Source: an optimization exercise on an open RTL-to-GDS flow (aim: small area, a short achievable clock period and few clock cycles). Production flows keep margins and buffers that such runs may drop. Function was not checked in any run shown here: the RTL went through the layout flow alone. Power figures rest on the tool's default switching activity, not on a simulated workload.

[flow/config.mk]
export PLATFORM = sky130hd
export DESIGN_NAME = stack_machine
export DESIGN_NICKNAME = stack_machine
export VERILOG_FILES = /design/flow/design.v
export SDC_FILE = /design/flow/constraint.sdc
export NUM_CORES = 4
export LEC_CHECK = 0
export CAP_MARGIN = 20
export CORE_MARGIN = 2
export CORE_UTILIZATION = 40
export SETUP_SLACK_MARGIN = 2.0
export SLEW_MARGIN = 20
[flow/constraint.sdc]
create_clock -name core_clock -period 7.0 [get_ports {clk}]
set_input_delay 1.4000 -clock core_clock [delete_from_list [all_inputs] [get_ports {clk}]]
set_output_delay 1.4000 -clock core_clock [all_outputs]
set_load 0.01 [all_outputs]
[flow/design.v]
module stack_machine_mulchunk (
    input  [18:0] x,
    input  [4:0]  one,
    input  [4:0]  two,
    input  [4:0]  neg,
    input  [18:0] acc,
    input         first,
    input         s,
    input         n4next,
    output [28:0] msum
);
wire [19:0] xe = {x[18], x};
wire neg0 = neg[0];
wire one0 = one[0];
wire two0 = two[0];
wire w0_0 = ((one0 & xe[0]) | (two0 & 1'b0)) ^ neg0;
wire w0_1 = ((one0 & xe[1]) | (two0 & xe[0])) ^ neg0;
wire w0_2 = ((one0 & xe[2]) | (two0 & xe[1])) ^ neg0;
wire w0_3 = ((one0 & xe[3]) | (two0 & xe[2])) ^ neg0;
wire w0_4 = ((one0 & xe[4]) | (two0 & xe[3])) ^ neg0;
wire w0_5 = ((one0 & xe[5]) | (two0 & xe[4])) ^ neg0;
wire w0_6 = ((one0 & xe[6]) | (two0 & xe[5])) ^ neg0;
wire w0_7 = ((one0 & xe[7]) | (two0 & xe[6])) ^ neg0;
wire w0_8 = ((one0 & xe[8]) | (two0 & xe[7])) ^ neg0;
wire w0_9 = ((one0 & xe[9]) | (two0 & xe[8])) ^ neg0;
wire w0_10 = ((one0 & xe[10]) | (two0 & xe[9])) ^ neg0;
wire w0_11 = ((one0 & xe[11]) | (two0 & xe[10])) ^ neg0;
wire w0_12 = ((one0 & xe[12]) | (two0 & xe[11])) ^ neg0;
wire w0_13 = ((one0 & xe[13]) | (two0 & xe[12])) ^ neg0;
wire w0_14 = ((one0 & xe[14]) | (two0 & xe[13])) ^ neg0;
wire w0_15 = ((one0 & xe[15]) | (two0 & xe[14])) ^ neg0;
wire w0_16 = ((one0 & xe[16]) | (two0 & xe[15])) ^ neg0;
wire w0_17 = ((one0 & xe[17]) | (two0 & xe[16])) ^ neg0;
wire w0_18 = ((one0 & xe[18]) | (two0 & xe[17])) ^ neg0;
wire w0_19 = ((one0 & xe[19]) | (two0 & xe[18])) ^ neg0;
wire neg1 = neg[1];
wire one1 = one[1];
wire two1 = two[1];
wire w1_0 = ((one1 & xe[0]) | (two1 & 1'b0)) ^ neg1;
wire w1_1 = ((one1 & xe[1]) | (two1 & xe[0])) ^ neg1;
wire w1_2 = ((one1 & xe[2]) | (two1 & xe[1])) ^ neg1;
wire w1_3 = ((one1 & xe[3]) | (two1 & xe[2])) ^ neg1;
wire w1_4 = ((one1 & xe[4]) | (two1 & xe[3])) ^ neg1;
wire w1_5 = ((one1 & xe[5]) | (two1 & xe[4])) ^ neg1;
wire w1_6 = ((one1 & xe[6]) | (two1 & xe[5])) ^ neg1;
wire w1_7 = ((one1 & xe[7]) | (two1 & xe[6])) ^ neg1;
wire w1_8 = ((one1 & xe[8]) | (two1 & xe[7])) ^ neg1;
wire w1_9 = ((one1 & xe[9]) | (two1 & xe[8])) ^ neg1;
wire w1_10 = ((one1 & xe[10]) | (two1 & xe[9])) ^ neg1;
wire w1_11 = ((one1 & xe[11]) | (two1 & xe[10])) ^ neg1;
wire w1_12 = ((one1 & xe[12]) | (two1 & xe[11])) ^ neg1;
wire w1_13 = ((one1 & xe[13]) | (two1 & xe[12])) ^ neg1;
wire w1_14 = ((one1 & xe[14]) | (two1 & xe[13])) ^ neg1;
wire w1_15 = ((one1 & xe[15]) | (two1 & xe[14])) ^ neg1;
wire w1_16 = ((one1 & xe[16]) | (two1 & xe[15])) ^ neg1;
wire w1_17 = ((one1 & xe[17]) | (two1 & xe[16])) ^ neg1;
wire w1_18 = ((one1 & xe[18]) | (two1 & xe[17])) ^ neg1;
wire w1_19 = ((one1 & xe[19]) | (two1 & xe[18])) ^ neg1;
wire neg2 = neg[2];
wire one2 = one[2];
wire two2 = two[2];
wire w2_0 = ((one2 & xe[0]) | (two2 & 1'b0)) ^ neg2;
wire w2_1 = ((one2 & xe[1]) | (two2 & xe[0])) ^ neg2;
wire w2_2 = ((one2 & xe[2]) | (two2 & xe[1])) ^ neg2;
wire w2_3 = ((one2 & xe[3]) | (two2 & xe[2])) ^ neg2;
wire w2_4 = ((one2 & xe[4]) | (two2 & xe[3])) ^ neg2;
wire w2_5 = ((one2 & xe[5]) | (two2 & xe[4])) ^ neg2;
wire w2_6 = ((one2 & xe[6]) | (two2 & xe[5])) ^ neg2;
wire w2_7 = ((one2 & xe[7]) | (two2 & xe[6])) ^ neg2;
wire w2_8 = ((one2 & xe[8]) | (two2 & xe[7])) ^ neg2;
wire w2_9 = ((one2 & xe[9]) | (two2 & xe[8])) ^ neg2;
wire w2_10 = ((one2 & xe[10]) | (two2 & xe[9])) ^ neg2;
wire w2_11 = ((one2 & xe[11]) | (two2 & xe[10])) ^ neg2;
wire w2_12 = ((one2 & xe[12]) | (two2 & xe[11])) ^ neg2;
wire w2_13 = ((one2 & xe[13]) | (two2 & xe[12])) ^ neg2;
wire w2_14 = ((one2 & xe[14]) | (two2 & xe[13])) ^ neg2;
wire w2_15 = ((one2 & xe[15]) | (two2 & xe[14])) ^ neg2;
wire w2_16 = ((one2 & xe[16]) | (two2 & xe[15])) ^ neg2;
wire w2_17 = ((one2 & xe[17]) | (two2 & xe[16])) ^ neg2;
wire w2_18 = ((one2 & xe[18]) | (two2 & xe[17])) ^ neg2;
wire w2_19 = ((one2 & xe[19]) | (two2 & xe[18])) ^ neg2;
wire neg3 = neg[3];
wire one3 = one[3];
wire two3 = two[3];
wire w3_0 = ((one3 & xe[0]) | (two3 & 1'b0)) ^ neg3;
wire w3_1 = ((one3 & xe[1]) | (two3 & xe[0])) ^ neg3;
wire w3_2 = ((one3 & xe[2]) | (two3 & xe[1])) ^ neg3;
wire w3_3 = ((one3 & xe[3]) | (two3 & xe[2])) ^ neg3;
wire w3_4 = ((one3 & xe[4]) | (two3 & xe[3])) ^ neg3;
wire w3_5 = ((one3 & xe[5]) | (two3 & xe[4])) ^ neg3;
wire w3_6 = ((one3 & xe[6]) | (two3 & xe[5])) ^ neg3;
wire w3_7 = ((one3 & xe[7]) | (two3 & xe[6])) ^ neg3;
wire w3_8 = ((one3 & xe[8]) | (two3 & xe[7])) ^ neg3;
wire w3_9 = ((one3 & xe[9]) | (two3 & xe[8])) ^ neg3;
wire w3_10 = ((one3 & xe[10]) | (two3 & xe[9])) ^ neg3;
wire w3_11 = ((one3 & xe[11]) | (two3 & xe[10])) ^ neg3;
wire w3_12 = ((one3 & xe[12]) | (two3 & xe[11])) ^ neg3;
wire w3_13 = ((one3 & xe[13]) | (two3 & xe[12])) ^ neg3;
wire w3_14 = ((one3 & xe[14]) | (two3 & xe[13])) ^ neg3;
wire w3_15 = ((one3 & xe[15]) | (two3 & xe[14])) ^ neg3;
wire w3_16 = ((one3 & xe[16]) | (two3 & xe[15])) ^ neg3;
wire w3_17 = ((one3 & xe[17]) | (two3 & xe[16])) ^ neg3;
wire w3_18 = ((one3 & xe[18]) | (two3 & xe[17])) ^ neg3;
wire w3_19 = ((one3 & xe[19]) | (two3 & xe[18])) ^ neg3;
wire neg4 = neg[4];
wire one4 = one[4];
wire two4 = two[4];
wire w4_0 = ((one4 & xe[0]) | (two4 & 1'b0)) ^ neg4;
wire w4_1 = ((one4 & xe[1]) | (two4 & xe[0])) ^ neg4;
wire w4_2 = ((one4 & xe[2]) | (two4 & xe[1])) ^ neg4;
wire w4_3 = ((one4 & xe[3]) | (two4 & xe[2])) ^ neg4;
wire w4_4 = ((one4 & xe[4]) | (two4 & xe[3])) ^ neg4;
wire w4_5 = ((one4 & xe[5]) | (two4 & xe[4])) ^ neg4;
wire w4_6 = ((one4 & xe[6]) | (two4 & xe[5])) ^ neg4;
wire w4_7 = ((one4 & xe[7]) | (two4 & xe[6])) ^ neg4;
wire w4_8 = ((one4 & xe[8]) | (two4 & xe[7])) ^ neg4;
wire w4_9 = ((one4 & xe[9]) | (two4 & xe[8])) ^ neg4;
wire w4_10 = ((one4 & xe[10]) | (two4 & xe[9])) ^ neg4;
wire w4_11 = ((one4 & xe[11]) | (two4 & xe[10])) ^ neg4;
wire w4_12 = ((one4 & xe[12]) | (two4 & xe[11])) ^ neg4;
wire w4_13 = ((one4 & xe[13]) | (two4 & xe[12])) ^ neg4;
wire w4_14 = ((one4 & xe[14]) | (two4 & xe[13])) ^ neg4;
wire w4_15 = ((one4 & xe[15]) | (two4 & xe[14])) ^ neg4;
wire w4_16 = ((one4 & xe[16]) | (two4 & xe[15])) ^ neg4;
wire w4_17 = ((one4 & xe[17]) | (two4 & xe[16])) ^ neg4;
wire w4_18 = ((one4 & xe[18]) | (two4 & xe[17])) ^ neg4;
wire w4_19 = ((one4 & xe[19]) | (two4 & xe[18])) ^ neg4;
wire [28:0] kc = 29'd358088704;
wire [7:0] rnd = 8'd128 - {7'd0, s};
wire [28:0] arow = {kc[28], kc[27], kc[26], kc[25], kc[24], kc[23], kc[22], kc[21], kc[20], (first ? kc[19] : ~acc[18]), (first ? n4next : acc[18]), (~first & acc[17]), (~first & acc[16]), (~first & acc[15]), (~first & acc[14]), (~first & acc[13]), (~first & acc[12]), (~first & acc[11]), (~first & acc[10]), (~first & acc[9]), (first ? neg[4] : acc[8]), (first ? rnd[7] : acc[7]), (first ? rnd[6] : acc[6]), (first ? rnd[5] : acc[5]), (first ? rnd[4] : acc[4]), (first ? rnd[3] : acc[3]), (first ? rnd[2] : acc[2]), (first ? rnd[1] : acc[1]), (first ? rnd[0] : acc[0])};
wire t1 = w0_4 ^ w1_2;
wire t2 = w0_4 & w1_2;
wire t3 = w0_5 ^ w1_3;
wire t4 = w0_5 & w1_3;
wire t5 = w0_6 ^ w1_4 ^ w2_2;
wire t6 = (w0_6 & w1_4) | (w0_6 & w2_2) | (w1_4 & w2_2);
wire t7 = w3_0 ^ neg3;
wire t8 = w3_0 & neg3;
wire t9 = w0_7 ^ w1_5 ^ w2_3;
wire t10 = (w0_7 & w1_5) | (w0_7 & w2_3) | (w1_5 & w2_3);
wire t11 = w3_1 ^ arow[7];
wire t12 = w3_1 & arow[7];
wire t13 = w0_8 ^ w1_6 ^ w2_4;
wire t14 = (w0_8 & w1_6) | (w0_8 & w2_4) | (w1_6 & w2_4);
wire t15 = w3_2 ^ w4_0 ^ arow[8];
wire t16 = (w3_2 & w4_0) | (w3_2 & arow[8]) | (w4_0 & arow[8]);
wire t17 = w0_9 ^ w1_7 ^ w2_5;
wire t18 = (w0_9 & w1_7) | (w0_9 & w2_5) | (w1_7 & w2_5);
wire t19 = w3_3 ^ w4_1 ^ arow[9];
wire t20 = (w3_3 & w4_1) | (w3_3 & arow[9]) | (w4_1 & arow[9]);
wire t21 = w0_10 ^ w1_8 ^ w2_6;
wire t22 = (w0_10 & w1_8) | (w0_10 & w2_6) | (w1_8 & w2_6);
wire t23 = w3_4 ^ w4_2 ^ arow[10];
wire t24 = (w3_4 & w4_2) | (w3_4 & arow[10]) | (w4_2 & arow[10]);
wire t25 = w0_11 ^ w1_9 ^ w2_7;
wire t26 = (w0_11 & w1_9) | (w0_11 & w2_7) | (w1_9 & w2_7);
wire t27 = w3_5 ^ w4_3 ^ arow[11];
wire t28 = (w3_5 & w4_3) | (w3_5 & arow[11]) | (w4_3 & arow[11]);
wire t29 = w0_12 ^ w1_10 ^ w2_8;
wire t30 = (w0_12 & w1_10) | (w0_12 & w2_8) | (w1_10 & w2_8);
wire t31 = w3_6 ^ w4_4 ^ arow[12];
wire t32 = (w3_6 & w4_4) | (w3_6 & arow[12]) | (w4_4 & arow[12]);
wire t33 = w0_13 ^ w1_11 ^ w2_9;
wire t34 = (w0_13 & w1_11) | (w0_13 & w2_9) | (w1_11 & w2_9);
wire t35 = w3_7 ^ w4_5 ^ arow[13];
wire t36 = (w3_7 & w4_5) | (w3_7 & arow[13]) | (w4_5 & arow[13]);
wire t37 = w0_14 ^ w1_12 ^ w2_10;
wire t38 = (w0_14 & w1_12) | (w0_14 & w2_10) | (w1_12 & w2_10);
wire t39 = w3_8 ^ w4_6 ^ arow[14];
wire t40 = (w3_8 & w4_6) | (w3_8 & arow[14]) | (w4_6 & arow[14]);
wire t41 = w0_15 ^ w1_13 ^ w2_11;
wire t42 = (w0_15 & w1_13) | (w0_15 & w2_11) | (w1_13 & w2_11);
wire t43 = w3_9 ^ w4_7 ^ arow[15];
wire t44 = (w3_9 & w4_7) | (w3_9 & arow[15]) | (w4_7 & arow[15]);
wire t45 = w0_16 ^ w1_14 ^ w2_12;
wire t46 = (w0_16 & w1_14) | (w0_16 & w2_12) | (w1_14 & w2_12);
wire t47 = w3_10 ^ w4_8 ^ arow[16];
wire t48 = (w3_10 & w4_8) | (w3_10 & arow[16]) | (w4_8 & arow[16]);
wire t49 = w0_17 ^ w1_15 ^ w2_13;
wire t50 = (w0_17 & w1_15) | (w0_17 & w2_13) | (w1_15 & w2_13);
wire t51 = w3_11 ^ w4_9 ^ arow[17];
wire t52 = (w3_11 & w4_9) | (w3_11 & arow[17]) | (w4_9 & arow[17]);
wire t53 = w0_18 ^ w1_16 ^ w2_14;
wire t54 = (w0_18 & w1_16) | (w0_18 & w2_14) | (w1_16 & w2_14);
wire t55 = w3_12 ^ w4_10 ^ arow[18];
wire t56 = (w3_12 & w4_10) | (w3_12 & arow[18]) | (w4_10 & arow[18]);
wire t57 = ~w0_19 ^ w1_17 ^ w2_15;
wire t58 = (~w0_19 & w1_17) | (~w0_19 & w2_15) | (w1_17 & w2_15);
wire t59 = w3_13 ^ w4_11 ^ arow[19];
wire t60 = (w3_13 & w4_11) | (w3_13 & arow[19]) | (w4_11 & arow[19]);
wire t61 = w1_18 ^ w2_16 ^ w3_14;
wire t62 = (w1_18 & w2_16) | (w1_18 & w3_14) | (w2_16 & w3_14);
wire t63 = w4_12 ^ arow[20];
wire t64 = w4_12 & arow[20];
wire t65 = ~w1_19 ^ w2_17 ^ w3_15;
wire t66 = (~w1_19 & w2_17) | (~w1_19 & w3_15) | (w2_17 & w3_15);
wire t67 = w4_13 ^ arow[21];
wire t68 = w4_13 & arow[21];
wire t69 = w2_18 ^ w3_16 ^ w4_14;
wire t70 = (w2_18 & w3_16) | (w2_18 & w4_14) | (w3_16 & w4_14);
wire t71 = ~w2_19 ^ w3_17;
wire t72 = ~w2_19 & w3_17;
wire t73 = w0_2 ^ w1_0;
wire t74 = w0_2 & w1_0;
wire t75 = w0_3 ^ w1_1;
wire t76 = w0_3 & w1_1;
wire t77 = w2_0 ^ neg2 ^ arow[4];
wire t78 = (w2_0 & neg2) | (w2_0 & arow[4]) | (neg2 & arow[4]);
wire t79 = w2_1 ^ arow[5] ^ t2;
wire t80 = (w2_1 & arow[5]) | (w2_1 & t2) | (arow[5] & t2);
wire t81 = arow[6] ^ t4 ^ t5;
wire t82 = (arow[6] & t4) | (arow[6] & t5) | (t4 & t5);
wire t83 = t6 ^ t8 ^ t9;
wire t84 = (t6 & t8) | (t6 & t9) | (t8 & t9);
wire t85 = t10 ^ t12 ^ t13;
wire t86 = (t10 & t12) | (t10 & t13) | (t12 & t13);
wire t87 = t14 ^ t16 ^ t17;
wire t88 = (t14 & t16) | (t14 & t17) | (t16 & t17);
wire t89 = t18 ^ t20 ^ t21;
wire t90 = (t18 & t20) | (t18 & t21) | (t20 & t21);
wire t91 = t22 ^ t24 ^ t25;
wire t92 = (t22 & t24) | (t22 & t25) | (t24 & t25);
wire t93 = t26 ^ t28 ^ t29;
wire t94 = (t26 & t28) | (t26 & t29) | (t28 & t29);
wire t95 = t30 ^ t32 ^ t33;
wire t96 = (t30 & t32) | (t30 & t33) | (t32 & t33);
wire t97 = t34 ^ t36 ^ t37;
wire t98 = (t34 & t36) | (t34 & t37) | (t36 & t37);
wire t99 = t38 ^ t40 ^ t41;
wire t100 = (t38 & t40) | (t38 & t41) | (t40 & t41);
wire t101 = t42 ^ t44 ^ t45;
wire t102 = (t42 & t44) | (t42 & t45) | (t44 & t45);
wire t103 = t46 ^ t48 ^ t49;
wire t104 = (t46 & t48) | (t46 & t49) | (t48 & t49);
wire t105 = t50 ^ t52 ^ t53;
wire t106 = (t50 & t52) | (t50 & t53) | (t52 & t53);
wire t107 = t54 ^ t56 ^ t57;
wire t108 = (t54 & t56) | (t54 & t57) | (t56 & t57);
wire t109 = t58 ^ t60 ^ t61;
wire t110 = (t58 & t60) | (t58 & t61) | (t60 & t61);
wire t111 = t62 ^ t64 ^ t65;
wire t112 = (t62 & t64) | (t62 & t65) | (t64 & t65);
wire t113 = arow[22] ^ t66 ^ t68;
wire t114 = (arow[22] & t66) | (arow[22] & t68) | (t66 & t68);
wire t115 = w4_15 ^ arow[23] ^ t70;
wire t116 = (w4_15 & arow[23]) | (w4_15 & t70) | (arow[23] & t70);
wire t117 = w3_18 ^ w4_16 ^ arow[24];
wire t118 = (w3_18 & w4_16) | (w3_18 & arow[24]) | (w4_16 & arow[24]);
wire t119 = ~w3_19 ^ w4_17;
wire t120 = ~w3_19 & w4_17;
wire t121 = w0_0 ^ neg0;
wire t122 = w0_0 & neg0;
wire t123 = w0_1 ^ arow[1];
wire t124 = w0_1 & arow[1];
wire t125 = neg1 ^ arow[2] ^ t73;
wire t126 = (neg1 & arow[2]) | (neg1 & t73) | (arow[2] & t73);
wire t127 = arow[3] ^ t74 ^ t75;
wire t128 = (arow[3] & t74) | (arow[3] & t75) | (t74 & t75);
wire t129 = t1 ^ t76 ^ t77;
wire t130 = (t1 & t76) | (t1 & t77) | (t76 & t77);
wire t131 = t3 ^ t78 ^ t79;
wire t132 = (t3 & t78) | (t3 & t79) | (t78 & t79);
wire t133 = t7 ^ t80 ^ t81;
wire t134 = (t7 & t80) | (t7 & t81) | (t80 & t81);
wire t135 = t11 ^ t82 ^ t83;
wire t136 = (t11 & t82) | (t11 & t83) | (t82 & t83);
wire t137 = t15 ^ t84 ^ t85;
wire t138 = (t15 & t84) | (t15 & t85) | (t84 & t85);
wire t139 = t19 ^ t86 ^ t87;
wire t140 = (t19 & t86) | (t19 & t87) | (t86 & t87);
wire t141 = t23 ^ t88 ^ t89;
wire t142 = (t23 & t88) | (t23 & t89) | (t88 & t89);
wire t143 = t27 ^ t90 ^ t91;
wire t144 = (t27 & t90) | (t27 & t91) | (t90 & t91);
wire t145 = t31 ^ t92 ^ t93;
wire t146 = (t31 & t92) | (t31 & t93) | (t92 & t93);
wire t147 = t35 ^ t94 ^ t95;
wire t148 = (t35 & t94) | (t35 & t95) | (t94 & t95);
wire t149 = t39 ^ t96 ^ t97;
wire t150 = (t39 & t96) | (t39 & t97) | (t96 & t97);
wire t151 = t43 ^ t98 ^ t99;
wire t152 = (t43 & t98) | (t43 & t99) | (t98 & t99);
wire t153 = t47 ^ t100 ^ t101;
wire t154 = (t47 & t100) | (t47 & t101) | (t100 & t101);
wire t155 = t51 ^ t102 ^ t103;
wire t156 = (t51 & t102) | (t51 & t103) | (t102 & t103);
wire t157 = t55 ^ t104 ^ t105;
wire t158 = (t55 & t104) | (t55 & t105) | (t104 & t105);
wire t159 = t59 ^ t106 ^ t107;
wire t160 = (t59 & t106) | (t59 & t107) | (t106 & t107);
wire t161 = t63 ^ t108 ^ t109;
wire t162 = (t63 & t108) | (t63 & t109) | (t108 & t109);
wire t163 = t67 ^ t110 ^ t111;
wire t164 = (t67 & t110) | (t67 & t111) | (t110 & t111);
wire t165 = t69 ^ t112 ^ t113;
wire t166 = (t69 & t112) | (t69 & t113) | (t112 & t113);
wire t167 = t71 ^ t114 ^ t115;
wire t168 = (t71 & t114) | (t71 & t115) | (t114 & t115);
wire t169 = t72 ^ t116 ^ t117;
wire t170 = (t72 & t116) | (t72 & t117) | (t116 & t117);
wire t171 = arow[25] ^ t118 ^ t119;
wire t172 = (arow[25] & t118) | (arow[25] & t119) | (t118 & t119);
wire t173 = w4_18 ^ arow[26] ^ t120;
wire t174 = (w4_18 & arow[26]) | (w4_18 & t120) | (arow[26] & t120);
wire t175 = ~w4_19 ^ arow[27];
wire t176 = ~w4_19 & arow[27];
wire [28:0] ra = {arow[28], t174, t172, t170, t168, t166, t164, t162, t160, t158, t156, t154, t152, t150, t148, t146, t144, t142, t140, t138, t136, t134, t132, t130, t128, t126, t124, t122, arow[0]};
wire [28:0] rb = {t176, t175, t173, t171, t169, t167, t165, t163, t161, t159, t157, t155, t153, t151, t149, t147, t145, t143, t141, t139, t137, t135, t133, t131, t129, t127, t125, t123, t121};
assign msum = ra + rb;
endmodule
module stack_machine (
    clk,
    rst,
    start,
    ready,
    x_input,
    y_output,
    skip_pixel,
    output_queue_index,
    output_queue_get,
    output_queue_length,
    output_queue_data_out,
    output_queue_ready
);
input clk;
input rst;
input      start;
output     ready;
input      [9:0] x_input;
output reg [8:0] y_output;
output reg       skip_pixel;
output     [5:0]  output_queue_index;
output reg        output_queue_get;
input      [6:0]  output_queue_length;
input      [19:0] output_queue_data_out;
input             output_queue_ready;
localparam NS = 10;               
localparam [18:0] VMAX = 19'h3ffff;
localparam [18:0] VMIN = 19'h40000;
localparam [4:0] ST_IDLE  = 5'd0,
                 ST_RUN   = 4'd1,
                 ST_FIN   = 4'd2,
                 ST_SINIT = 4'd3,
                 ST_TSCAN = 4'd4,
                 ST_ROOTS = 4'd5,
                 ST_DN    = 4'd6,
                 ST_FS1   = 4'd7,
                 ST_FS2   = 4'd8,
                 ST_UPB   = 4'd9,
                 ST_UPS   = 4'd10,
                 ST_FS3   = 4'd11,
                 ST_SWAP  = 4'd12,
                 ST_OPX   = 4'd13,
                 ST_OPW   = 4'd14,
                 ST_ROOT  = 4'd15,
                 ST_DEC   = 5'd16,
                 ST_DEC3  = 5'd17,
                 ST_UPA   = 5'd18;
localparam [1:0] U_MUL = 2'd0, U_POW = 2'd1, U_DIV = 2'd2;
reg  [4:0]  state;
reg         rdy;
reg  [18:0] S [0:NS-1];
reg  [3:0]  dp;                   
reg  [6:0]  c;                    
reg         pend;                 
reg         rv;                   
reg         u_busy;
reg  [1:0]  u_kind;
reg  [3:0]  u_cnt;
reg         u_wb;                 
reg  [10:0] pw;                   
reg         byp;                  
reg  [18:0] acc;                  
reg  [18:0] rem;                  
reg  [1:0]  ml;                   
reg  [9:0]  mlo;                  
reg         dsign;
reg         dovf;
reg  [6:0]  cnt;
reg  [6:0]  q;
reg  [6:0]  sq;
reg  [6:0]  sr;
wire [18:0] S0 = S[0];
wire [18:0] S1 = S[1];
assign ready = rdy;
assign output_queue_index = f[5:0];
wire [9:0]  xr  = x_input;
wire [6:0]  xm  = {1'b0, xr[9:6], 2'b0} + {1'b0, xr[5:0]};
reg  [4:0]  xmq;
reg  [2:0]  xb;
always @(*) begin
    case (xm)
        7'd0: begin xmq = 5'd0; xb = 3'd0; end
        7'd1: begin xmq = 5'd0; xb = 3'd1; end
        7'd2: begin xmq = 5'd0; xb = 3'd2; end
        7'd3: begin xmq = 5'd0; xb = 3'd3; end
        7'd4: begin xmq = 5'd0; xb = 3'd4; end
        7'd5: begin xmq = 5'd1; xb = 3'd0; end
        7'd6: begin xmq = 5'd1; xb = 3'd1; end
        7'd7: begin xmq = 5'd1; xb = 3'd2; end
        7'd8: begin xmq = 5'd1; xb = 3'd3; end
        7'd9: begin xmq = 5'd1; xb = 3'd4; end
        7'd10: begin xmq = 5'd2; xb = 3'd0; end
        7'd11: begin xmq = 5'd2; xb = 3'd1; end
        7'd12: begin xmq = 5'd2; xb = 3'd2; end
        7'd13: begin xmq = 5'd2; xb = 3'd3; end
        7'd14: begin xmq = 5'd2; xb = 3'd4; end
        7'd15: begin xmq = 5'd3; xb = 3'd0; end
        7'd16: begin xmq = 5'd3; xb = 3'd1; end
        7'd17: begin xmq = 5'd3; xb = 3'd2; end
        7'd18: begin xmq = 5'd3; xb = 3'd3; end
        7'd19: begin xmq = 5'd3; xb = 3'd4; end
        7'd20: begin xmq = 5'd4; xb = 3'd0; end
        7'd21: begin xmq = 5'd4; xb = 3'd1; end
        7'd22: begin xmq = 5'd4; xb = 3'd2; end
        7'd23: begin xmq = 5'd4; xb = 3'd3; end
        7'd24: begin xmq = 5'd4; xb = 3'd4; end
        7'd25: begin xmq = 5'd5; xb = 3'd0; end
        7'd26: begin xmq = 5'd5; xb = 3'd1; end
        7'd27: begin xmq = 5'd5; xb = 3'd2; end
        7'd28: begin xmq = 5'd5; xb = 3'd3; end
        7'd29: begin xmq = 5'd5; xb = 3'd4; end
        7'd30: begin xmq = 5'd6; xb = 3'd0; end
        7'd31: begin xmq = 5'd6; xb = 3'd1; end
        7'd32: begin xmq = 5'd6; xb = 3'd2; end
        7'd33: begin xmq = 5'd6; xb = 3'd3; end
        7'd34: begin xmq = 5'd6; xb = 3'd4; end
        7'd35: begin xmq = 5'd7; xb = 3'd0; end
        7'd36: begin xmq = 5'd7; xb = 3'd1; end
        7'd37: begin xmq = 5'd7; xb = 3'd2; end
        7'd38: begin xmq = 5'd7; xb = 3'd3; end
        7'd39: begin xmq = 5'd7; xb = 3'd4; end
        7'd40: begin xmq = 5'd8; xb = 3'd0; end
        7'd41: begin xmq = 5'd8; xb = 3'd1; end
        7'd42: begin xmq = 5'd8; xb = 3'd2; end
        7'd43: begin xmq = 5'd8; xb = 3'd3; end
        7'd44: begin xmq = 5'd8; xb = 3'd4; end
        7'd45: begin xmq = 5'd9; xb = 3'd0; end
        7'd46: begin xmq = 5'd9; xb = 3'd1; end
        7'd47: begin xmq = 5'd9; xb = 3'd2; end
        7'd48: begin xmq = 5'd9; xb = 3'd3; end
        7'd49: begin xmq = 5'd9; xb = 3'd4; end
        7'd50: begin xmq = 5'd10; xb = 3'd0; end
        7'd51: begin xmq = 5'd10; xb = 3'd1; end
        7'd52: begin xmq = 5'd10; xb = 3'd2; end
        7'd53: begin xmq = 5'd10; xb = 3'd3; end
        7'd54: begin xmq = 5'd10; xb = 3'd4; end
        7'd55: begin xmq = 5'd11; xb = 3'd0; end
        7'd56: begin xmq = 5'd11; xb = 3'd1; end
        7'd57: begin xmq = 5'd11; xb = 3'd2; end
        7'd58: begin xmq = 5'd11; xb = 3'd3; end
        7'd59: begin xmq = 5'd11; xb = 3'd4; end
        7'd60: begin xmq = 5'd12; xb = 3'd0; end
        7'd61: begin xmq = 5'd12; xb = 3'd1; end
        7'd62: begin xmq = 5'd12; xb = 3'd2; end
        7'd63: begin xmq = 5'd12; xb = 3'd3; end
        7'd64: begin xmq = 5'd12; xb = 3'd4; end
        7'd65: begin xmq = 5'd13; xb = 3'd0; end
        7'd66: begin xmq = 5'd13; xb = 3'd1; end
        7'd67: begin xmq = 5'd13; xb = 3'd2; end
        7'd68: begin xmq = 5'd13; xb = 3'd3; end
        7'd69: begin xmq = 5'd13; xb = 3'd4; end
        7'd70: begin xmq = 5'd14; xb = 3'd0; end
        7'd71: begin xmq = 5'd14; xb = 3'd1; end
        7'd72: begin xmq = 5'd14; xb = 3'd2; end
        7'd73: begin xmq = 5'd14; xb = 3'd3; end
        7'd74: begin xmq = 5'd14; xb = 3'd4; end
        7'd75: begin xmq = 5'd15; xb = 3'd0; end
        7'd76: begin xmq = 5'd15; xb = 3'd1; end
        7'd77: begin xmq = 5'd15; xb = 3'd2; end
        7'd78: begin xmq = 5'd15; xb = 3'd3; end
        7'd79: begin xmq = 5'd15; xb = 3'd4; end
        7'd80: begin xmq = 5'd16; xb = 3'd0; end
        7'd81: begin xmq = 5'd16; xb = 3'd1; end
        7'd82: begin xmq = 5'd16; xb = 3'd2; end
        7'd83: begin xmq = 5'd16; xb = 3'd3; end
        7'd84: begin xmq = 5'd16; xb = 3'd4; end
        7'd85: begin xmq = 5'd17; xb = 3'd0; end
        7'd86: begin xmq = 5'd17; xb = 3'd1; end
        7'd87: begin xmq = 5'd17; xb = 3'd2; end
        7'd88: begin xmq = 5'd17; xb = 3'd3; end
        7'd89: begin xmq = 5'd17; xb = 3'd4; end
        7'd90: begin xmq = 5'd18; xb = 3'd0; end
        7'd91: begin xmq = 5'd18; xb = 3'd1; end
        7'd92: begin xmq = 5'd18; xb = 3'd2; end
        7'd93: begin xmq = 5'd18; xb = 3'd3; end
        7'd94: begin xmq = 5'd18; xb = 3'd4; end
        7'd95: begin xmq = 5'd19; xb = 3'd0; end
        7'd96: begin xmq = 5'd19; xb = 3'd1; end
        7'd97: begin xmq = 5'd19; xb = 3'd2; end
        7'd98: begin xmq = 5'd19; xb = 3'd3; end
        7'd99: begin xmq = 5'd19; xb = 3'd4; end
        7'd100: begin xmq = 5'd20; xb = 3'd0; end
        7'd101: begin xmq = 5'd20; xb = 3'd1; end
        7'd102: begin xmq = 5'd20; xb = 3'd2; end
        7'd103: begin xmq = 5'd20; xb = 3'd3; end
        7'd104: begin xmq = 5'd20; xb = 3'd4; end
        7'd105: begin xmq = 5'd21; xb = 3'd0; end
        7'd106: begin xmq = 5'd21; xb = 3'd1; end
        7'd107: begin xmq = 5'd21; xb = 3'd2; end
        7'd108: begin xmq = 5'd21; xb = 3'd3; end
        7'd109: begin xmq = 5'd21; xb = 3'd4; end
        7'd110: begin xmq = 5'd22; xb = 3'd0; end
        7'd111: begin xmq = 5'd22; xb = 3'd1; end
        7'd112: begin xmq = 5'd22; xb = 3'd2; end
        7'd113: begin xmq = 5'd22; xb = 3'd3; end
        7'd114: begin xmq = 5'd22; xb = 3'd4; end
        7'd115: begin xmq = 5'd23; xb = 3'd0; end
        7'd116: begin xmq = 5'd23; xb = 3'd1; end
        7'd117: begin xmq = 5'd23; xb = 3'd2; end
        7'd118: begin xmq = 5'd23; xb = 3'd3; end
        7'd119: begin xmq = 5'd23; xb = 3'd4; end
        7'd120: begin xmq = 5'd24; xb = 3'd0; end
        7'd121: begin xmq = 5'd24; xb = 3'd1; end
        7'd122: begin xmq = 5'd24; xb = 3'd2; end
        7'd123: begin xmq = 5'd24; xb = 3'd3; end
        default: begin xmq = 5'd0; xb = 3'd0; end
    endcase
end
wire [7:0]  xa  = {2'b0, xr[9:6], 2'b0} + {1'b0, xr[9:6], 3'b0} + {3'd0, xmq};
wire [3:0]  xt  = {xb, xr < 10'd320};
reg  [5:0]  xlo;
always @(*) begin
    case (xt)
        4'b0000: xlo = 6'd0;   4'b0001: xlo = 6'd0;
        4'b0010: xlo = 6'd12;  4'b0011: xlo = 6'd13;
        4'b0100: xlo = 6'd25;  4'b0101: xlo = 6'd26;
        4'b0110: xlo = 6'd38;  4'b0111: xlo = 6'd39;
        4'b1000: xlo = 6'd51;  4'b1001: xlo = 6'd52;
        default: xlo = 6'd0;
    endcase
end
wire [12:0] xhi = {5'd0, xa} - 13'd64;
wire [18:0] X   = {xhi, xlo};
wire [19:0] qd     = output_queue_data_out;
wire        it_op  = qd[19] & (qd[2:0] != 3'd6);
wire [2:0]  opc    = qd[2:0];
wire [18:0] pv     = qd[19] ? X : qd[18:0];
wire [19:0] sum   = {S1[18], S1} + {S0[18], S0};
wire [19:0] dif   = {S1[18], S1} - {S0[18], S0};
wire [18:0] r_add = (sum[19] != sum[18]) ? (sum[19] ? VMIN : VMAX) : sum[18:0];
wire [18:0] r_sub = (dif[19] != dif[18]) ? (dif[19] ? VMIN : VMAX) : dif[18:0];
function [14:0] bdec;            
    input [10:0] b;
    integer j;
    begin
        for (j = 0; j < 5; j = j + 1) begin
            bdec[10 + j] = b[2*j+2];
            bdec[5 + j]  = (b[2*j+2] & ~b[2*j+1] & ~b[2*j]) | (~b[2*j+2] & b[2*j+1] & b[2*j]);
            bdec[j]      = b[2*j+1] ^ b[2*j];
        end
    end
endfunction
reg  [14:0] bsel;
reg         xs_s1;
wire [28:0] msum;
wire [18:0] r_mul;
wire [18:0] mraw  = {acc[6:0], mlo, ml};
wire [18:0] mx    = xs_s1 ? S1 : byp ? mraw : S0;
stack_machine_mulchunk mulchunk (
    .x     (mx),
    .one   (bsel[4:0]),
    .two   (bsel[9:5]),
    .neg   (bsel[14:10]),
    .acc   (acc),
    .first (~u_cnt[0]),
    .s     (mx[18] ^ S1[18]),
    .n4next(S1[18]),
    .msum  (msum)
);
wire        m_hi  = ~acc[18] & (acc[17:6] != 12'd0);
wire        m_lo  =  acc[18] & (acc[17:6] != 12'hfff);
assign      r_mul = m_hi ? VMAX : m_lo ? VMIN : mraw;
wire [18:0] aS0 = S0[18] ? -S0 : S0;
wire [18:0] aS1 = S1[18] ? -S1 : S1;
wire [19:0] d1  = {rem, S1[18]} - {1'b0, S0};
wire        q1  = ~d1[19];
wire [19:0] d2a = {d1[18:0], S1[17]} - {1'b0, S0};
wire [19:0] d2b = {rem[17:0], S1[18], S1[17]} - {1'b0, S0};
wire        q2  = q1 ? ~d2a[19] : ~d2b[19];
wire [18:0] r2  = q1 ? (~d2a[19] ? d2a[18:0] : {d1[17:0], S1[17]}) :
                       (~d2b[19] ? d2b[18:0] : {rem[16:0], S1[18], S1[17]});
wire [18:0] r_div = dovf ? (dsign ? VMIN : VMAX) : (dsign ? -{1'b0, S1[17:0]} : {1'b0, S1[17:0]});
wire        [18:0] s0v = (dp == 4'd0) ? 19'd0 : S0;
wire signed [24:0] sx  = {{6{s0v[18]}}, s0v};
wire signed [24:0] yr  = 25'sd61440 + {17'd0, s0v[7:0]} - (sx <<< 4) - (sx <<< 2);
wire               yskip = yr[24] | (yr >= 25'sd123136);
wire [6:0] L = output_queue_length;
wire [6:0] fp1 = f + 7'd1;
wire       c_eq  = (c == L);
wire       c1_eq = (c + 7'd1 == L);
wire [6:0] fm1 = f - 7'd1;
wire [6:0] cmp_a = (state == ST_UPS) ? sq : q;
wire [6:0] cmp_c = (state == ST_FS2) ? sr : (state == ST_FS3) ? sq : q;
wire [8:0] cmp_d = {2'b0, cmp_a} + {2'b0, f} - {1'b0, cmp_c, 1'b0} - ((state == ST_UPS) ? 9'd2 : 9'd0);
wire       cmp_le = cmp_d[8] | (cmp_d == 9'd0);
wire       cmp_ge = ~cmp_d[8];
reg  [4:0]  state_n;
reg  [6:0]  f;                    
reg         s0sm;                 
reg         s0pw;                 
wire st_run = (state == ST_RUN);
wire wb     = u_busy & u_wb;                                    
wire exo    = st_run & pend & wb & ~it_op;                       
wire wb_pop = wb & ~exo;
wire byps   = u_busy & ~u_wb & byp;                              
wire divs   = u_busy & ~u_wb & ~byp & (u_kind == U_DIV);         
wire dz     = divs & (u_cnt == 4'd0) & (S0 == 19'd0);            
wire wbnext = u_busy & ~u_wb &
              ((u_kind == U_DIV) ? (u_cnt == 4'd8) : (u_cnt[0] & ~(u_kind == U_POW && pw > 11'd2)));
wire exr    = st_run & pend & ~u_busy;                           
wire ex     = exr | ((state == ST_DN) & rv & ~it_op) | ((state == ST_OPX) & rv);
wire dpfull = (dp == NS);
wire dplow  = (dp < 4'd2);
wire ovf    = exr & ~it_op & dpfull;                             
wire e_push = ex & ~it_op & ~(exr & dpfull);
wire e_und  = ex & it_op & dplow;                                
wire e_opv  = ex & it_op & ~dplow;
wire o_add  = e_opv & (opc == 3'd0);
wire o_mul  = e_opv & (opc == 3'd2);
wire o_div  = e_opv & (opc == 3'd3);
wire o_pow  = e_opv & (opc == 3'd4);
wire o_sub  = e_opv & ~(opc == 3'd0 || opc == 3'd2 || opc == 3'd3 || opc == 3'd4);
wire o_pd   = o_pow & s0sm & S0[8];                              
wire o_p0   = o_pow & s0sm & ~S0[8];                             
wire o_pc   = o_pow & ~s0sm;                                     
wire fin_dr = (state == ST_FIN) & (dp > 4'd1);
wire rt_dr  = (state == ST_ROOT) & (sq != 7'd0);
wire swp    = (state == ST_SWAP);
wire up     = o_add | o_sub | o_p0 | o_pd | wb_pop | fin_dr | rt_dr;    
wire s0cpy  = o_pd | o_pc | fin_dr | rt_dr | swp;                       
wire ustart = o_mul | o_div | o_pc;
wire [1:0] ustart_kind = o_div ? U_DIV : o_pc ? U_POW : U_MUL;
wire ex_done = e_push | o_add | o_sub | o_p0 | o_pd;
wire [18:0] res_u = (u_kind == U_DIV) ? r_div :
                    (u_kind == U_POW && pw[10:1] == 10'd0) ? (pw[0] ? S0 : 19'd256) : r_mul;
wire s0chg = e_push | exo | o_add | o_sub | o_p0 | s0cpy | o_div | wb_pop | byps;
always @(*) begin
    state_n = state;
    if (dz)         state_n = ST_IDLE;
    else if (ovf)   state_n = ST_SINIT;
    else if (e_und) state_n = ST_FIN;
end
wire u_busy_n = ustart | (u_busy & ~dz & ~u_wb);
integer k;
wire [18:0] s1b = (e_push | swp) ? S0 : up ? S[2] : exo ? res_u : o_div ? {aS1[9:0], 9'd0} : S1;
wire nxt_hi = ustart ? ((o_mul & ~s0pw) | (o_pc & s0pw)) :
              (u_busy & ~u_wb & (u_kind != U_DIV) & ~u_cnt[0] & ~(byp & (m_hi | m_lo)));
always @(posedge clk) begin
    if (e_push | exo)       S[0] <= pv;
    else if (o_add)         S[0] <= r_add;
    else if (o_sub)         S[0] <= r_sub;
    else if (o_p0)          S[0] <= 19'd256;
    else if (s0cpy)         S[0] <= S1;
    else if (o_div)         S[0] <= aS0;
    else if (wb_pop | byps) S[0] <= res_u;
    if (e_push | swp)       S[1] <= S0;
    else if (up)            S[1] <= S[2];
    else if (exo)           S[1] <= res_u;
    else if (o_div)         S[1] <= {aS1[9:0], 9'd0};
    else if (divs)          S[1] <= {S1[16:0], q1, q2};
    for (k = 2; k < NS; k = k + 1) begin
        if (e_push)         S[k] <= S[k-1];
        else if (up && k < NS - 1) S[k] <= S[k+1];
    end
    if (e_push | exo) begin
        s0sm <= ~qd[19] & (qd[18:9] == 10'd0);
        s0pw <= ~qd[19] & (qd[18:9] != 10'd0);
    end else if (s0chg) begin
        s0sm <= 1'b0;
        s0pw <= 1'b0;
    end
    xs_s1 <= ~u_busy_n & ((e_push | exo) ? (~qd[19] & (qd[18:9] != 10'd0)) : s0chg ? 1'b0 : s0pw);
    bsel <= nxt_hi ? bdec({s1b[18], s1b[18:9]}) : bdec({s1b[9:0], 1'b0});
    if (e_push)  dp <= dp + 4'd1;
    else if (up) dp <= dp - 4'd1;
    u_busy <= u_busy_n;
    if (ustart) begin
        u_kind <= ustart_kind;
        u_cnt  <= 4'd0;
        u_wb   <= 1'b0;
        byp    <= 1'b0;
        if ((ustart_kind == U_MUL && !s0pw) || (ustart_kind == U_POW && s0pw)) begin
            acc   <= msum[28:10];
            ml    <= msum[9:8];
            u_cnt <= 4'd1;
        end
        if (ustart_kind == U_POW) begin
            pw   <= S0[18:8];
            u_wb <= (S0[18:9] == 10'd0);
        end
        if (ustart_kind == U_DIV) begin
            rem   <= {10'd0, aS1[18:10]};
            dsign <= S0[18] ^ S1[18];
        end
    end else if (u_busy) begin
        if (u_wb) begin
            u_wb  <= 1'b0;
            u_cnt <= 4'd0;
        end else if (u_kind == U_DIV) begin
            if (u_cnt == 4'd0) dovf <= (rem >= S0);
            rem   <= r2;
            u_cnt <= dz ? 4'd0 : u_cnt + 4'd1;
            if (u_cnt == 4'd8) u_wb <= 1'b1;
        end else if (!u_cnt[0]) begin
            if (!(byp && (m_hi || m_lo))) begin
                acc   <= msum[28:10];
                ml    <= msum[9:8];
                u_cnt <= 4'd1;
            end
            byp   <= 1'b0;
        end else begin
            acc   <= msum[28:10];
            mlo   <= msum[9:0];
            u_cnt <= 4'd0;
            if (u_kind == U_POW && pw > 11'd2) begin
                byp <= 1'b1;
                pw  <= pw - 11'd1;
            end else u_wb <= 1'b1;
        end
    end
    if (dz) skip_pixel <= 1'b1;
    if (state == ST_FIN && dp <= 4'd1) begin
        skip_pixel <= yskip;
        y_output   <= yr[16:8];
    end
    if (state == ST_IDLE || state == ST_SINIT) dp <= 4'd0;
    if (rst) begin
        u_busy <= 1'b0;
        u_wb   <= 1'b0;
        u_cnt  <= 4'd0;
        byp    <= 1'b0;
        dp     <= 4'd0;
    end
end
always @(posedge clk) begin
    rv   <= output_queue_get;
    rdy  <= 1'b0;
    output_queue_get <= 1'b0;
    case (state)
        ST_IDLE: begin
            rdy <= 1'b1;
            output_queue_get   <= 1'b1;
            f <= 7'd0;
            if (start) begin
                c    <= 7'd0;
                pend <= 1'b1;
                rdy  <= 1'b0;
                if (L == 7'd0) begin
                    state <= ST_FIN;
                    output_queue_get <= 1'b0;
                end else begin
                    state <= ST_RUN;
                    f <= 7'd1;
                    output_queue_get   <= (L > 7'd1);
                end
            end
        end
        ST_RUN: begin
            begin : run_blk
                reg p_n;
                reg [6:0] fn;
                reg [6:0] cn;
                p_n = output_queue_get | (pend & ~exr & ~exo);
                fn  = f + {6'd0, output_queue_get};
                cn  = c + {6'd0, exr | exo};
                pend <= p_n;
                f    <= fn;
                c    <= cn;
                output_queue_get   <= (fn < L) & (~p_n | ~u_busy_n |
                                      (~output_queue_get & pend & ~exr & ~it_op & wbnext));
                if (state_n != ST_RUN) begin
                    state <= state_n;
                    output_queue_get <= 1'b0;
                    if (state_n == ST_IDLE) begin
                        rdy <= 1'b1;
                        output_queue_get   <= 1'b1;
                                    f <= 7'd0;
                    end
                end else if ((ex_done | (u_busy & ~u_busy_n)) & ((exr | exo) ? c1_eq : c_eq)) begin
                    state <= ST_FIN;
                    output_queue_get <= 1'b0;
                end
            end
        end
        ST_FIN: begin
            if (dp <= 4'd1) begin
                state <= ST_IDLE;
                rdy   <= 1'b1;
                output_queue_get   <= 1'b1;
                    f <= 7'd0;
            end
        end
        ST_SINIT: begin
            f   <= 7'd0;
            cnt <= 7'd0;
            if (L == 7'd0) begin
                c <= 7'd0;
                state <= ST_ROOTS;
            end else begin
                output_queue_get <= 1'b1;
                state <= ST_TSCAN;
            end
        end
        ST_TSCAN: if (rv) begin
            if (it_op && cnt < 7'd2) begin
                c <= f;
                state <= ST_ROOTS;
            end else begin
                cnt <= it_op ? cnt - 7'd1 : cnt + 7'd1;
                f   <= fp1;
                if (fp1 == L) begin
                    c <= L;
                    state <= ST_ROOTS;
                end else output_queue_get <= 1'b1;
            end
        end
        ST_ROOTS: begin
            if (c == 7'd0) state <= ST_FIN;
            else begin
                f <= c;
                state <= ST_DEC;
            end
        end
        ST_DEC: begin
            f <= fm1;
            q <= fm1;
            output_queue_get <= 1'b1;
            state <= ST_DN;
        end
        ST_DEC3: begin
            f   <= fm1;
            cnt <= 7'd1;
            output_queue_get <= 1'b1;
            state <= ST_FS3;
        end
        ST_DN: if (rv) begin
            if (!it_op) begin
                sq <= f;
                state <= ST_UPB;
            end else begin
                f   <= fm1;
                cnt <= 7'd1;
                output_queue_get <= 1'b1;
                state <= ST_FS1;
            end
        end
        ST_FS1, ST_FS2, ST_FS3: if (rv) begin
            begin : fs_blk
                reg [6:0] cn;
                cn = it_op ? cnt + 7'd1 : cnt - 7'd1;
                if (cn != 7'd0) begin
                    cnt <= cn;
                    f   <= fm1;
                    output_queue_get <= 1'b1;
                end else if (state == ST_FS1) begin
                    sr  <= f;
                    f   <= fm1;
                    cnt <= 7'd1;
                    output_queue_get <= 1'b1;
                    state <= ST_FS2;
                end else if (state == ST_FS2) begin
                    f <= cmp_le ? sr : q;
                    state <= ST_DEC;
                end else begin
                    if (cmp_ge) begin
                        f <= sq;
                        state <= ST_DEC;
                    end else begin
                        q  <= sr;
                        sq <= f;
                        f  <= sr;
                        output_queue_get <= 1'b1;
                        state <= ST_OPX;
                    end
                end
            end
        end
        ST_UPB: begin
            f   <= q;
            cnt <= 7'd0;
            state <= ST_UPA;
        end
        ST_UPA: begin
            if (fp1 == c) state <= ST_ROOT;
            else begin
                f <= fp1;
                output_queue_get <= 1'b1;
                state <= ST_UPS;
            end
        end
        ST_UPS: if (rv) begin
            if (it_op && cnt == 7'd0) begin
                sr <= f;
                f  <= sq;
                state <= ST_DEC3;
            end else if (it_op && cnt == 7'd1) begin
                sr <= f;
                if (cmp_le) state <= ST_DEC;
                else begin
                    q <= f;
                    output_queue_get <= 1'b1;
                    state <= ST_SWAP;
                end
            end else begin
                cnt <= it_op ? cnt - 7'd1 : cnt + 7'd1;
                state <= ST_UPA;
            end
        end
        ST_SWAP: state <= ST_OPX;
        ST_OPX: if (rv) begin
            if (state_n == ST_IDLE) begin
                state <= ST_IDLE;
                rdy   <= 1'b1;
                output_queue_get   <= 1'b1;
                    f <= 7'd0;
            end else if (ustart) state <= ST_OPW;
            else state <= ST_UPB;
        end
        ST_OPW: begin
            if (dz) begin
                state <= ST_IDLE;
                rdy   <= 1'b1;
                output_queue_get   <= 1'b1;
                    f <= 7'd0;
            end else if (!u_busy_n) state <= ST_UPB;
        end
        ST_ROOT: begin
            if (sq == 7'd0) state <= ST_FIN;
            else begin
                f <= sq;
                state <= ST_DEC;
            end
        end
        default: state <= ST_IDLE;
    endcase
    if (rst) begin
        state <= ST_IDLE;
        rdy   <= 1'b1;
        output_queue_get <= 1'b1;
        pend  <= 1'b0;
        f     <= 7'd0;
    end
end
endmodule
[flow/run.sh]
#!/bin/bash
# synth_recipe.tcl (not shown) runs the flow's synth.tcl, then flattens the netlist and writes it again
# the make line also repeats each setting of config.mk as NAME=value (left out here)
make -C /OpenROAD-flow-scripts/flow DESIGN_CONFIG=/design/flow/config.mk WORK_HOME=/design/flow/orfs CLKGATE_MAP_FILE= SYNTH_SCRIPT=/design/flow/synth_recipe.tcl finish
==> results of run 1 <==
[placed cells by master (no fill, tap or decap), types with 18 or more instances in the layout]
cell type	instances
o21ai_0	226
dfxtp_1	38
o221ai_1	25
nor3_1	91
or2_2	18
and3_1	21
buf_4	208
nand4_1	26
clkbuf_16	46
edfxtp_1	301
buf_6	20
ha_1	247
o22ai_1	47
nand3_1	75
xnor2_1	192
o21a_1	41
fa_1	85
o31ai_1	24
clkdlybuf4s50_1	52
o21ai_1	21
nor4_1	28
mux2i_1	54
nor2_1	289
nor2b_1	44
nand2b_1	41
or3_1	35
inv_1	275
a221oi_1	23
and2_1	26
o211ai_1	39
a31oi_1	35
nand2_1	674
a22oi_1	98
a21o_1	52
a211oi_1	67
xor2_1	113
a21oi_1	229
[Yosys cell counts, types with 22 or more instances]
cell type | count | area share
o221ai_1 | 27 | 0.0067
dfxtp_1 | 44 | 0.025
a211oi_1 | 75 | 0.016
o21ai_1 | 25 | 0.0036
nand2_1 | 678 | 0.072
a31oi_1 | 37 | 0.0066
nor3_1 | 96 | 0.014
nor2b_1 | 46 | 0.0082
fa_1 | 90 | 0.051
clkbuf_1 | 212 | 0.023
o31ai_1 | 29 | 0.0062
ha_1 | 259 | 0.092
o211ai_1 | 39 | 0.0083
nor4_1 | 28 | 0.0050
buf_1 | 32 | 0.0034
nand2b_1 | 42 | 0.0075
o22ai_1 | 49 | 0.0087
and2_1 | 27 | 0.0048
nand4_1 | 26 | 0.0046
o21a_1 | 41 | 0.0088
nand3_1 | 77 | 0.011
xor2_1 | 118 | 0.029
inv_1 | 286 | 0.031
a221oi_1 | 30 | 0.0075
and3_1 | 22 | 0.0039
o21ai_0 | 243 | 0.035
a22oi_1 | 109 | 0.023
or3_1 | 36 | 0.0064
nor2_1 | 294 | 0.031
xnor2_1 | 196 | 0.049
mux2i_1 | 67 | 0.019
a21oi_1 | 243 | 0.035
a21o_1 | 53 | 0.011
edfxtp_1 | 301 | 0.26
[where the power goes]
part	total [mW]	leakage (nW)	switching [mW]	internal [mW]
logic	19.1	12.5	10.4	8.71
registers	3.79	3.08	0.423	3.37
clock network	2.42	0.727	1.02	1.40
total	25.4	16.3	11.9	13.5
[cell families after synthesis]
kind of cell	Yosys count	synth area share
AND/OR/NAND/NOR	1457	0.189
AO/OA/AOI/OAI	1181	0.223
buffers and inverters	553	0.0601
adder cells (fa/ha/maj)	350	0.144
flip-flops	345	0.282
XOR/XNOR	317	0.0801
multiplexers	75	0.0216
[registers in the layout (all words and copies together) (netlist names), 5 cells and up]
register  count
S           190
acc          19
bsel         15
c             7
cnt           7
f             7
mlo          10
pw           11
q             7
rem          19
sq            7
sr            7
state         5
y_output      9
[area by class of cell]
class	instances	area share
Sequential cell	345	0.242
Clock buffer	49	0.0273
Tap cell	1155	0.0352
Timing Repair Buffer	302	0.0656
Clock inverter	32	0.00982
Inverter	291	0.0270
Multi-Input combinational cell	3381	0.593
Antenna cell	1	0.0000610
[what timing repair did]
item	in CTS	in global routing
hold endpoints to repair	0	0
gates cloned	2	2
pin swaps	66	42
gates resized for setup	152	80
hold buffers	0	0
setup endpoints to repair	123	114
setup buffers	69	54
[worst reg2reg max path: cells and delay by family, from the launching register on]
family                     cells  cell delay (ns)
DFF                            1             0.67
adders and majority gates      4             1.69
AOI/OAI and AO/OA              8             1.28
muxes                          1             0.14
and+or+nand+nor                3             0.88
xor gates and xnor gates       2             0.27
buffers and inverters          3             0.29
[how the worst max path moves through the flow]
stage,startpoint,to,slack [ns],cells after the start
after floorplan,byp$_SDFFE_PP0P_,acc[15]$_DFFE_PP_,1.82,23
after global placement,x_input[6],S[0][1]$_DFFE_PP_,0.85,15
after detailed placement,x_input[6],S[0][1]$_DFFE_PP_,0.83,15
after CTS,byp$_SDFFE_PP0P_,acc[15]$_DFFE_PP_,1.56,23
after global routing,S[0][4]$_DFFE_PP_,acc[15]$_DFFE_PP_,1.29,21
final,S[0][4]$_DFFE_PP_,acc[15]$_DFFE_PP_,1.48,21
[routing by layer]
layer | share of wire | track usage
met5 | 0 | 0
met4 | 0.063 | 0.145
met3 | 0.088 | 0.0450
met2 | 0.43 | 0.405
met1 | 0.42 | 0.371
[through the flow]
step           hold WS [ns]  worst slack, ns  cell area, sq um  std cells  utilization
2_1_floorplan         0.419             1.82             35500       4278            -
6_report              0.444             1.48             41000       5556        0.472
3_5_place_dp          0.437            0.830             37400       5346        0.430
3_3_place_gp          0.431            0.847             37400       5345        0.430
4_1_cts               0.448             1.56             40200       5498        0.463
5_1_grt               0.459             1.29             41000       5555        0.472
==> summary.txt, run 1 <==
Placement
  • Final GP Congestion: around 1.0
  • HPWL after DPL: between 90000 and 100000 um
  • Port bufs: 57

Critical path
  • R2r setup slk: about 1.5 ns
  • Slowest CP cell: edfxtp_1
  • CP Cell Sequence: mux2i_4 -> o21ai_4 -> buf_4 -> a22oi_1 -> xnor2_1 -> fa_2 -> fa_1 -> inv_1 -> fa_1 -> inv_1 -> ha_4 -> o21ai_2 -> a21oi_2 -> or4b_4 -> a21oi_4 -> o31ai_4 -> nor3_4 -> o311ai_2 -> a21bo_2 -> nand2b_1 -> xor2_1
  • Crit path launch type: flip-flop
  • CP required: ~7.3 ns
  • Worst Path Buf+Inv: 3
  • Crit Path Category: flip-flop to flip-flop
  • Crit Reg-Reg Endpoint: acc[15]$_DFFE_PP_
  • Max FO, Critical Path: 8
  • WP data arrival: 5.84 ns
  • CP Capture Type: flip-flop
  • CP peak stage delay: 0.67 ns
  • Largest delay share family, worst path: adder cells
  • R2r startpoint: S[0][4]$_DFFE_PP_
  • Worst reg-to-reg path cell count: 21

Clock network
  • Clk slew on worst S/H paths: 0.06 ns
  • Clock Sink Count: roughly 350
  • H-tree depth: 2
  • TritonCTS clock tree: built
  • Longest Clk Path Bufs: 3
  • Skew-Pair Late Insertion Delay: 0.62 ns
  • Root Driver: clkbuf_16
  • Cts bufs inserted: 44

Synth
  • Sequential area share after synthesis: 0.282
  • Avg Synthesized Cell Area: between 8 and 9 sq um
  • Cell variety after synth: slightly below 100
  • Post-synth EDFFs: 301
  • Mapped cell area: approximately 35000 sq um
  • Ys Warns: 2
  • Yosys reg bits: about 350
  • Synth Instances: between 4k and 5k
  • Post-synth top flop: edfxtp_1
  • Post-synthesis async set-or-reset flop share: 0
  • Syn_nets: around 4.7k

Layout
  • Filler instances: 8419
  • Nets: about 4.8k
  • Register area: about 9900 sq um
  • Share of layout cells above drive strength 1: 0.124
  • Area of the multi-input gates: approximately 24000 sq um
  • P&R area growth vs syn: 16.7%

Power
  • VDD IR max: approximately 1300 uV
  • PD cells: 618 nW/um^2
  • Leakage: roughly 16 nW
  • Total power: about 25 mW

Die
  • Core area: 86900 sq um
  • IO Count: slightly below 60
  • Die Ht: 300 um
  • # rows: 108
  • Die Area: approximately 90000 sq um
  • Starting Density: 0.405
  • Die width: around 300 um

Routing
  • WL per Instance: between 20 and 25 um
  • WL final: ~130000 um
  • Vias per cell: approximately 6.1
  • ANT nets after route: 0
  • Total number of vias: around 34k
  • First DRT Iteration DRCs: 3636
  • DRT Pass-1 Iters: 8
  • DRC viols: 0

Global routing
  • Global-route wire length before repair: approximately 190000 um
  • Grt ovf: 0
  • Vias in the first global route: ~31k
  • Initial antenna violation count: 1
  • Largest net degree at the start of global routing: just under 100
  • GRT Overall Usage: 0.270

STA
  • Final hold viol count: 0
  • Min Tclk post-route: 5.52 ns
  • Max Fclk: ~180 MHz
  • Slew headroom: 0.265
  • Setup TNS: 0 ns
  • Final setup fails: 0
  • Pin slew with the least headroom to its limit: around 1.1 ns
  • Final worst path period share: 0.788
  • Final-report max-slew violation count: 0
  • RSZ-0062 raised after global routing: true
  • Worst Clk Skew: just under 0.06 ns

Min path
  • Worst Hold Launch: S[8][14]$_DFFE_PP_
  • Cells on Worst Hold Path: 0
  • Hold Crit Class: flip-flop to flip-flop
  • Hold Path Sink: S[9][14]$_DFFE_PP_

Flow run
  • Max cap viols: 0

Run status
  • Outcome: complete, no violations
==> run 2, diff against run 1 <==
--- a/flow/config.mk
+++ b/flow/config.mk
@@ -10,3 +10,3 @@
 export CORE_UTILIZATION = 40
-export SETUP_SLACK_MARGIN = 2.0
+export SETUP_SLACK_MARGIN = 1.5
 export SLEW_MARGIN = 20
==> summary.txt, run 2 <==
Clock network
  • Clk slew on worst S/H paths: about 0.060 ns
  • Cts bufs inserted: 44
  • TritonCTS clock tree: built
  • Root Driver: clkbuf_16
  • Longest Clk Path Bufs: 3
  • Skew-Pair Late Insertion Delay: around 0.62 ns
  • Clock Sink Count: between 300 and 400
  • H-tree depth: 2

Critical path
  • R2r startpoint: S[1][5]$_DFFE_PP_
  • R2r setup slk: about 1.5 ns
  • Max FO, Critical Path: 5
  • WP data arrival: around 5.9 ns
  • Worst Path Buf+Inv: 4
  • Crit path launch type: flip-flop
  • CP Cell Sequence: nand2_1 -> o21ai_4 -> buf_12 -> a22oi_2 -> xnor2_2 -> fa_1 -> inv_1 -> fa_1 -> inv_1 -> fa_1 -> inv_1 -> ha_4 -> and2_4 -> a221o_1 -> a21oi_2 -> a21oi_4 -> o31ai_4 -> nor3_4 -> o311ai_1 -> a21bo_2 -> nand2b_1 -> xor2_1
  • CP Capture Type: flip-flop
  • CP peak stage delay: 0.56 ns
  • Crit Path Category: flip-flop to flip-flop
  • Largest delay share family, worst path: compound AO/OA/AOI/OAI gates
  • Slowest CP cell: edfxtp_1
  • Worst reg-to-reg path cell count: 22
  • Crit Reg-Reg Endpoint: acc[15]$_DFFE_PP_
  • CP required: roughly 7.3 ns

Power
  • VDD IR max: between 1000 and 1500 uV
  • PD cells: a little over 600 nW/um^2
  • Total power: approximately 24 mW
  • Leakage: 15.8 nW

Synth
  • Ys Warns: 2
  • Synth Instances: between 4k and 5k
  • Avg Synthesized Cell Area: 8.22 sq um
  • Area leader, netlist: edfxtp_1
  • Simple-gate share of the synthesized area: 0.189
  • Post-synth EDFFs: between 300 and 400
  • Count leader, synth: nand2_1
  • Mux contribution to synthesized area: 0.0216
  • XOR/XNOR Fraction of Synth Area: 0.0801
  • Synth Area in Compound Gates: 0.223
  • Post-synthesis async set-or-reset flop share: 0
  • Yosys reg bits: roughly 350
  • Cell variety after synth: 97
  • Post-synth top cells: nand2_1, edfxtp_1, nor2_1, inv_1, ha_1
  • Largest family of logic cells by synthesized area: compound AO/OA/AOI/OAI gates
  • Mapped cell area: between 30000 and 40000 sq um
  • Adder-cell share of the synthesized area: 0.144
  • Post-synth top flop: edfxtp_1
  • Syn_nets: 4668
  • Sequential area share after synthesis: 0.282
  • Top post-synthesis cells by area: edfxtp_1, ha_1, nand2_1
  • Synth top area share: 0.257

Routing
  • WL per Instance: 22.9 um
  • First DRT Iteration DRCs: 4068
  • DRC viols: 0
  • ANT nets after route: 0
  • Total number of vias: about 33k
  • Vias per cell: roughly 6.1
  • WL final: around 130000 um
  • DRT Pass-1 Iters: 9

STA
  • Final-report max-slew violation count: 0
  • Min Tclk post-route: approximately 5.5 ns
  • Final setup fails: 0
  • Setup TNS: 0 ns
  • Setup ws final: approximately 1.5 ns
  • RSZ-0062 raised after global routing: true
  • Final worst path period share: 0.790
  • Slew headroom: 0.174
  • Worst Clk Skew: 0.0477 ns
  • Pin slew with the least headroom to its limit: 1.23 ns
  • Max Fclk: between 150 and 200 MHz
  • Min Hold Slack: 0.449 ns
  • Final hold viol count: 0

Die
  • Die width: between 300 and 400 um
  • # rows: 108
  • IO Count: 59
  • Core area: 86900 sq um
  • Die Ht: 300 um
  • Starting Density: 0.405
  • Die Area: 90300 sq um

Placement
  • HPWL after DPL: 92500 um
  • Placed Instances: 5356
  • Area after DPL: 37300 sq um
  • Final GP Congestion: 1.02
  • Port bufs: 57
  • DP Worst Slack: about 0.47 ns

Layout
  • Most common cell after layout, fill and taps aside: nand2_1
  • Nets: 4688
  • Most frequent cells in the layout: nand2_1, edfxtp_1, nor2_1
  • Biggest regs: S (190), acc (19), rem (19)
  • Register area: 9930 sq um
  • Finished Core Util: 0.459
  • Filler instances: about 8.5k
  • Most flop-heavy register: S
  • Max FFs per register: 190
  • Cell area after layout: 39900 sq um
  • Share of layout cells above drive strength 1: 0.0942
  • P&R area growth vs syn: 13.4%
  • Final cell count without fillers: 5487
  • Area of the multi-input gates: 23900 sq um

Flow run
  • Max cap viols: 0

Global routing
  • Met1 usage: 0.367
  • GRT Overall Usage: 0.269
  • Met3 Use GR: 0.0543
  • Global-route wire length before repair: approximately 190000 um
  • Global route hottest layer: met2
  • Grt ovf: 0
  • Vias in the first global route: just over 30k
  • Largest net degree at the start of global routing: between 100 and 150
  • Global Route met2 Usage: 0.396
  • Initial antenna violation count: 2

Min path
  • Hold Path Sink: S[9][16]$_DFFE_PP_
  • Worst Hold Launch: S[8][16]$_DFFE_PP_
  • Hold Crit Class: flip-flop to flip-flop
  • Cells on Worst Hold Path: 0

Run status
  • Outcome: complete, no violations
==> run 2: cell count changes in the layout (fill, tap and decap cells not counted), sizes merged, moves of 2 or more <==
cell,previous run,this run
inv,294,292
clkinvlp,7,4
buf,243,177
clkdlybuf4s50,52,57
bufinv,6,4
dlygate4sd2,2,0
dlymetal6s2s,3,0
clkbuf,51,49
clkinv,16,21
==> run 2: how the worst max path moves through the flow <==
| stage | from | endpoint | slack, ns | cells after the start |
|---|---|---|---|---|
| final | S[1][5]$_DFFE_PP_ | acc[15]$_DFFE_PP_ | 1.47 | 22 |
| after global routing | byp$_SDFFE_PP0P_ | acc[15]$_DFFE_PP_ | 1.30 | 22 |
| after CTS | byp$_SDFFE_PP0P_ | acc[15]$_DFFE_PP_ | 1.44 | 23 |
| after detailed placement | byp$_SDFFE_PP0P_ | acc[15]$_DFFE_PP_ | 0.47 | 21 |
| after global placement | byp$_SDFFE_PP0P_ | acc[15]$_DFFE_PP_ | 0.56 | 21 |
| after floorplan | xs_s1$_DFF_P_ | acc[15]$_DFFE_PP_ | 1.50 | 23 |
==> run 2: worst reg2reg max path, cell delays in order, from the launching register on <==
cell and delay, ns:
edfxtp_1 0.56, nand2_1 0.22, o21ai_4 0.09, buf_12 0.14
a22oi_2 0.21, xnor2_2 0.13, fa_1 0.56, inv_1 0.05
fa_1 0.47, inv_1 0.05, fa_1 0.47, inv_1 0.06
ha_4 0.24, and2_4 0.16, a221o_1 0.34, a21oi_2 0.23
a21oi_4 0.10, o31ai_4 0.41, nor3_4 0.10, o311ai_1 0.30
a21bo_2 0.18, nand2b_1 0.06, xor2_1 0.14
==> run 2: logic make-up (layout without fill, tap and decap cells) <==
family	count (synthesis)	after routing
and+or+nand+nor	1457	1457
AOI/OAI and AO/OA	1181	1181
buffers and inverters	553	605
adders and majority gates	350	350
DFF	345	345
xor gates and xnor gates	317	318
muxes	75	75
other	0	1
==> run 2: cell type report <==
cell class,count,area share
multi-input combinational,3381,0.600
sequential,345,0.249
timing repair buffer,235,0.0512
tap,1155,0.0363
clock buffer,49,0.0281
inverter,291,0.0276
clock inverter,30,0.00810
antenna,1,0.0000628
==> run 2: timing repair <==
action	4_1_cts	5_1_grt
resized for setup	41	92
hold buffers	0	0
endpoints found under the hold margin	0	0
gates cloned	1	1
buffers inserted	23	26
pin swaps	12	42
setup endpoints to repair	38	58
==> run 2: routing by layer <==
layer	wire length (um)	part of all wire	vias up
met2	52300	0.42	1734
li1	-	-	15400
met4	8340	0.067	2
met5	13	0.00010	-
met3	12600	0.10	396
met1	52200	0.42	15700
==> run 2: power by group <==
part | leakage [nW] | switching [mW] | total, mW | internal (mW)
sequential | 3.08 | 0.416 | 3.77 | 3.35
combinational | 12.0 | 10.2 | 18.2 | 7.99
clock | 0.697 | 0.997 | 2.31 | 1.32
total | 15.8 | 11.6 | 24.3 | 12.7

[what the ideal ports hide]
How much do the figures lean on ideal ports? The routed layouts below were timed once more, with nothing changed but the port constraints.
Step 1: set_driving_cell puts a clkbuf_16 on clk and a buf_2 on each other input, an assumption about the parent block.
Step 2, shift: input delay + t, output delay - t, t = (earliest + latest rising clock arrival at the registers) / 2. This alone moves slack from input paths to output paths.
Three values: no drivers, after step 1, after step 2; two values: the first two.
run | t, ns | slack for setup (ns) | worst data-port slew with drivers (ns)
run 1 | 0.660 | 1.483 / 1.483 / 1.426 | 0.11
run 2 | 0.662 | 1.468 / 1.468 / 1.010 | 0.11
After both steps every run listed still meets setup and hold. The setup slack of run 2, which loses most, moves by 0.000 ns with the drivers and by -0.458 ns with both steps.
